Context: an optimization exercise on an open-source flow, tuned for small area. The choices shown serve that exercise and are no tape-out recipe. RTL that was checked went through simulation tests only; none was proved equivalent to the original. Power is estimated from default activity; no workload was simulated.

==> flow/design.v (excerpt) <==
module lcd_top(
  input clk,
  input rst,
  input PS2_CLK,
  input PS2_DATA,
  output [7:4] DB,
  output LCD_E,
  output LCD_RS,
  output LCD_RW,
  output [7:0] LED
  );
  wire busy;
  wire en;
  wire [6:0] code;
  snaptest LD1 (
    .clk(clk),
    .rst(rst),
    .busy(busy),
    .PS2_CLK(PS2_CLK),
    .PS2_DATA(PS2_DATA),
    .en(en),
    .entry(code),
    .LED(LED)
    );
  lcd_controller LC1 (
    .clk(clk),
    .rst(rst),
    .en(en),
    .code(code),
    .DB(DB),
    .LCD_E(LCD_E),
    .LCD_RS(LCD_RS),
    .LCD_RW(LCD_RW),
    .busy(busy)
    );
endmodule
clock: 20.0 ns
lec_check: 0
abc_area: 1
cap_margin: 0
core_margin: 2
core_utilization: 60
slew_margin: 0
standard.sh (not shown) runs the stock make flow with config.mk's settings and CLKGATE_MAP_FILE= SYNTH_SCRIPT=/design/flow/synth_recipe.tcl, a recipe that flattens the netlist after the stock synthesis.
==> flow/flow/run.sh <==
#!/bin/bash
# Layout flow: the standard synthesis, then the combinational logic of the
# synthesized netlist is mapped again with a stronger ABC script (registers
# are kept as they are), then the standard layout steps.
set -euo pipefail
W=$PWD
FD=$W/flow
R=$W/orfs/results/$FLOW_PLATFORM/lcd_top/base
LIB=$FLOW_HOME/platforms/$FLOW_PLATFORM/lib/sky130_fd_sc_hd__tt_025C_1v80.lib
YOSYS=$FLOW_HOME/../tools/install/yosys/bin/yosys
[ -x "$YOSYS" ] || YOSYS=yosys

# 1. standard synthesis
bash standard.sh synth > $W/flow_synth.log 2>&1

# 2. remap the combinational logic
cp $R/1_2_yosys.v $W/synth_standard.v
SEQ=$(grep -o "sky130_fd_sc_hd__[a-z0-9_]*" $W/synth_standard.v | sort -u | grep -E "__(df|edf|sdf|dl|conb)" | tr '\n' ' ')
sed "s#@LIB@#$LIB#g; s#@SEQ@#$SEQ#g; s#@IN@#$W/synth_standard.v#g; s#@OUT@#$W/synth_remapped.v#g; s#@ABC@#$FD/remap.abc#g" \
  $FD/remap.ys > $W/remap.ys
ok=0
if $YOSYS -s $W/remap.ys > $W/yosys_remap.log 2>&1; then
  sed "s#@LIB@#$LIB#g; s#@GOLD@#$W/synth_standard.v#g; s#@GATE@#$W/synth_remapped.v#g" $FD/equiv.ys > $W/equiv.ys
  if $YOSYS -s $W/equiv.ys > $W/yosys_equiv.log 2>&1; then ok=1; fi
fi
if [ $ok = 1 ]; then
  cp $W/synth_remapped.v $R/1_2_yosys.v
  rm -f $R/1_synth.odb $R/1_synth.sdc
  echo "remapped netlist in use" > $W/remap_status.txt
else
  echo "remap failed; standard netlist in use" > $W/remap_status.txt
fi

# 3. standard layout steps
bash standard.sh "BUFFER_PORTS_ARGS=-buffer_cell sky130_fd_sc_hd__buf_1" \
  "CTS_ARGS=$(cat $FD/cts_args.txt)" finish > $W/flow_layout.log 2>&1
==> flow/flow/cts_args.txt <==
-sink_clustering_enable -repair_clock_nets -dont_use_dummy_load -sink_clustering_size 16 -sink_clustering_max_diameter 80 -buf_list {sky130_fd_sc_hd__clkbuf_4 sky130_fd_sc_hd__clkbuf_8}
==> flow/flow/equiv.ys <==
read_liberty -ignore_miss_func @LIB@
read_verilog -sv @GOLD@
rename lcd_top gold
read_verilog -sv @GATE@
rename lcd_top gate
flatten gold gate
opt_clean
async2sync
equiv_make gold gate eq
hierarchy -top eq
equiv_simple -seq 2
equiv_induct
equiv_status -assert
==> flow/flow/remap.abc <==
strash; &get -n; &deepsyn -T 20; &dch -f; &nf -a -R 1000; &put; topo
==> flow/flow/remap.ys <==
read_liberty -ignore_miss_func @LIB@
blackbox @SEQ@
read_verilog -sv @IN@
hierarchy -top lcd_top
flatten
opt_clean
abc -liberty @LIB@ -dont_use *lpflow* -dont_use *probe* -script @ABC@
opt_clean -purge
stat -liberty @LIB@
write_verilog -noattr -noexpr -nohex -nodec @OUT@
==> next run, changes <==
==> flow/flow/cts_args.txt (replaced) <==
-sink_clustering_enable -repair_clock_nets -dont_use_dummy_load -sink_clustering_size 20 -sink_clustering_max_diameter 90 -buf_list sky130_fd_sc_hd__clkbuf_8
Result:
- clock-buffer cell count is lower by 4
- die area stays the same
- total power is lower by 1.9%
- routed wire length stays flat
- utilization is lower by 0.29 points
- clock skew is higher by 0.011 ns
- fmax is lower by 0.32%

* * *

lcd_top, a different RTL version from the one above (not shown whole).
Size: ~1000 cells after synthesis, ~19 I/O pins, roughly 0.011 sq mm of cells after synthesis.
clock: 20.0 ns
lec_check: 0
abc_area: 1
cap_margin: 0
core_margin: 2
core_utilization: 60
slew_margin: 0
==> flow/flow/cts_args.txt <==
-sink_clustering_enable -repair_clock_nets -dont_use_dummy_load -sink_clustering_size 18 -sink_clustering_max_diameter 90 -buf_list sky130_fd_sc_hd__clkbuf_8
==> flow/flow/remap.abc <==
strash; &get -n; &deepsyn -I 2 -T 100; &dch -f; &nf -a -R 1000; &put; topo
Scripts as last shown in full above: flow/flow/run.sh, flow/flow/equiv.ys, flow/flow/remap.ys
Then changed:
==> flow/flow/remap.abc (replaced) <==
strash; &get -n; &deepsyn -T 20; &put; dch -f; amap; strash; dch -f; amap; topo
--- a/flow/config.mk
+++ b/flow/config.mk
@@ -11 +11 @@
-export CORE_UTILIZATION = 60
+export CORE_UTILIZATION = 70
After rerunning:
- The changed run went through all stages and came out clean
- design area shrinks by 0.99%
- clock power barely changes
- synthesized area shrinks by 0.82%
- setup slack got worse by 0.88 ns

* * *

Another version of the RTL of lcd_top (not shown whole).
Size: about 1,100 cells after synthesis, ~13,000 µm² of cells after synthesis.
Settings: LEC_CHECK=0, ABC_AREA=1, CAP_MARGIN=0, CORE_MARGIN=2, CORE_UTILIZATION=60, SLEW_MARGIN=0; clock period 20.0 ns.
==> flow/flow/cts_args.txt <==
-sink_clustering_enable -repair_clock_nets -dont_use_dummy_load -sink_clustering_size 16 -sink_clustering_max_diameter 80 -buf_list sky130_fd_sc_hd__clkbuf_8
==> flow/flow/remap.abc <==
strash; &get -n; &deepsyn -T 20; &dch -f; &nf -a -R 1000; &put; topo
Scripts as last shown in full above: flow/flow/run.sh, flow/flow/equiv.ys, flow/flow/remap.ys
Next try:
--- a/flow/config.mk
+++ b/flow/config.mk
@@ -7,6 +7,8 @@
 export LEC_CHECK = 0
 export ABC_AREA = 1
-export CAP_MARGIN = 0
+export CAP_MARGIN = 20
 export CORE_MARGIN = 2
 export CORE_UTILIZATION = 60
-export SLEW_MARGIN = 0
+export GPL_ROUTABILITY_DRIVEN = 0
+export GPL_TIMING_DRIVEN = 0
+export SLEW_MARGIN = 20
The changed run completed without violations.
Sequential share of layout area fell by 0.84 points.
Global-route usage rose by 0.17 points.
Clock skew rose by 6.2 ps.
Power is about the same.
Synthesized cell count stays the same.
Worst setup slack is worse by 39 ps.
Design area rose by 1.3%.
No functional check of the RTL was part of any run of this note.

* * *

## the baseline
lcd_top with an RTL version that a note above also has.
Size in the first run: about 1,000 cells after synthesis, ~19 I/O pins, roughly 0.011 mm² of cells after synthesis.
// lcd_top
module lcd_top(
  input clk,
  input rst,
  input PS2_CLK,
  input PS2_DATA,
  output [7:4] DB,
  output LCD_E,
  output LCD_RS,
  output LCD_RW,
  output [7:0] LED
  );
==> flow/config.mk <==
export PLATFORM = sky130hd
export DESIGN_NAME = lcd_top
export DESIGN_NICKNAME = lcd_top
export VERILOG_FILES = /design/flow/design.v
export SDC_FILE = /design/flow/constraint.sdc
export NUM_CORES = 4
export LEC_CHECK = 0
export ABC_AREA = 1
export CAP_MARGIN = 0
export CORE_MARGIN = 2
export CORE_UTILIZATION = 60
export SLEW_MARGIN = 0
==> flow/constraint.sdc <==
create_clock -name core_clock -period 20.0 [get_ports {clk}]
set_input_delay 4.0000 -clock core_clock [delete_from_list [all_inputs] [get_ports {clk}]]
set_output_delay 4.0000 -clock core_clock [all_outputs]
set_load 0.01 [all_outputs]
==> flow/flow/remap.abc <==
strash; &get -n; &deepsyn -I 2 -T 100; &dch -f; &nf -a -R 1000; &put; topo
Scripts as last shown in full above: flow/flow/run.sh, flow/flow/cts_args.txt, flow/flow/equiv.ys, flow/flow/remap.ys
Setup changes, the baseline to the candidate
==> flow/flow/cts_args.txt <==
-sink_clustering_enable -repair_clock_nets -dont_use_dummy_load -sink_clustering_size 18 -sink_clustering_max_diameter 90 -buf_list sky130_fd_sc_hd__clkbuf_8
==> flow/flow/remap.abc <==
strash; &get -n; &deepsyn -T 20; &put; dch -f; amap; strash; dch -f; amap; topo
==> run notes <==
The candidate: flow completed, timing, DRC and antenna clean. Compared with the baseline, number of global-route vias before repair in the candidate increased by a little under 10%. Going from the baseline to the candidate, the global routing usage on met1 was found to have gone down by 2.1 points. The candidate against the baseline: total internal power saw an increase; number of clock buffer instances in the layout saw a decrease. After detailed routing, the baseline needs less wire than the candidate.

==> re-timing with driven ports <==
How much do the figures lean on ideal ports? The routed layouts below were timed once more, with nothing changed but the port constraints.
Step 1 assumes that a clkbuf_16 drives the clock port and a buf_2 every other input.
Step 2 adds t to the input delays and takes it off the output delays; t is the mean of the earliest and latest rising clock arrival at the registers after step 1. Input paths then give back, and output paths get back, about the clock's delay inside the block.
Slacks: ideal ports / drivers / drivers and shift; pairs: ideal ports / drivers.
run	t, ns	setup WS [ns]	worst setup path at the end	worst register clock-pin slew, ns	worst data-port slew with drivers (ns)
the first run of note 1	0.583	13.085 / 13.041 / 13.624	register to output	0.10 / 0.10	0.03
the second run of note 1	0.574	13.063 / 13.023 / 13.596	register to output	0.12 / 0.12	0.03
the first run of note 2	0.564	13.560 / 13.520 / 14.084	register to output	0.11 / 0.11	0.03
the second run of note 2	0.564	12.681 / 12.640 / 13.204	register to output	0.12 / 0.12	0.03
the first run of note 3	0.598	13.378 / 13.335 / 13.933	register to output	0.11 / 0.11	0.03
the second run of note 3	0.594	13.340 / 13.297 / 13.891	register to output	0.11 / 0.11	0.03
the baseline	0.578	13.544 / 13.503 / 14.080	register to output	0.10 / 0.10	0.03
the candidate	0.569	12.572 / 12.533 / 13.102	register to output	0.12 / 0.12	0.03
After both steps every run listed still meets setup and hold.
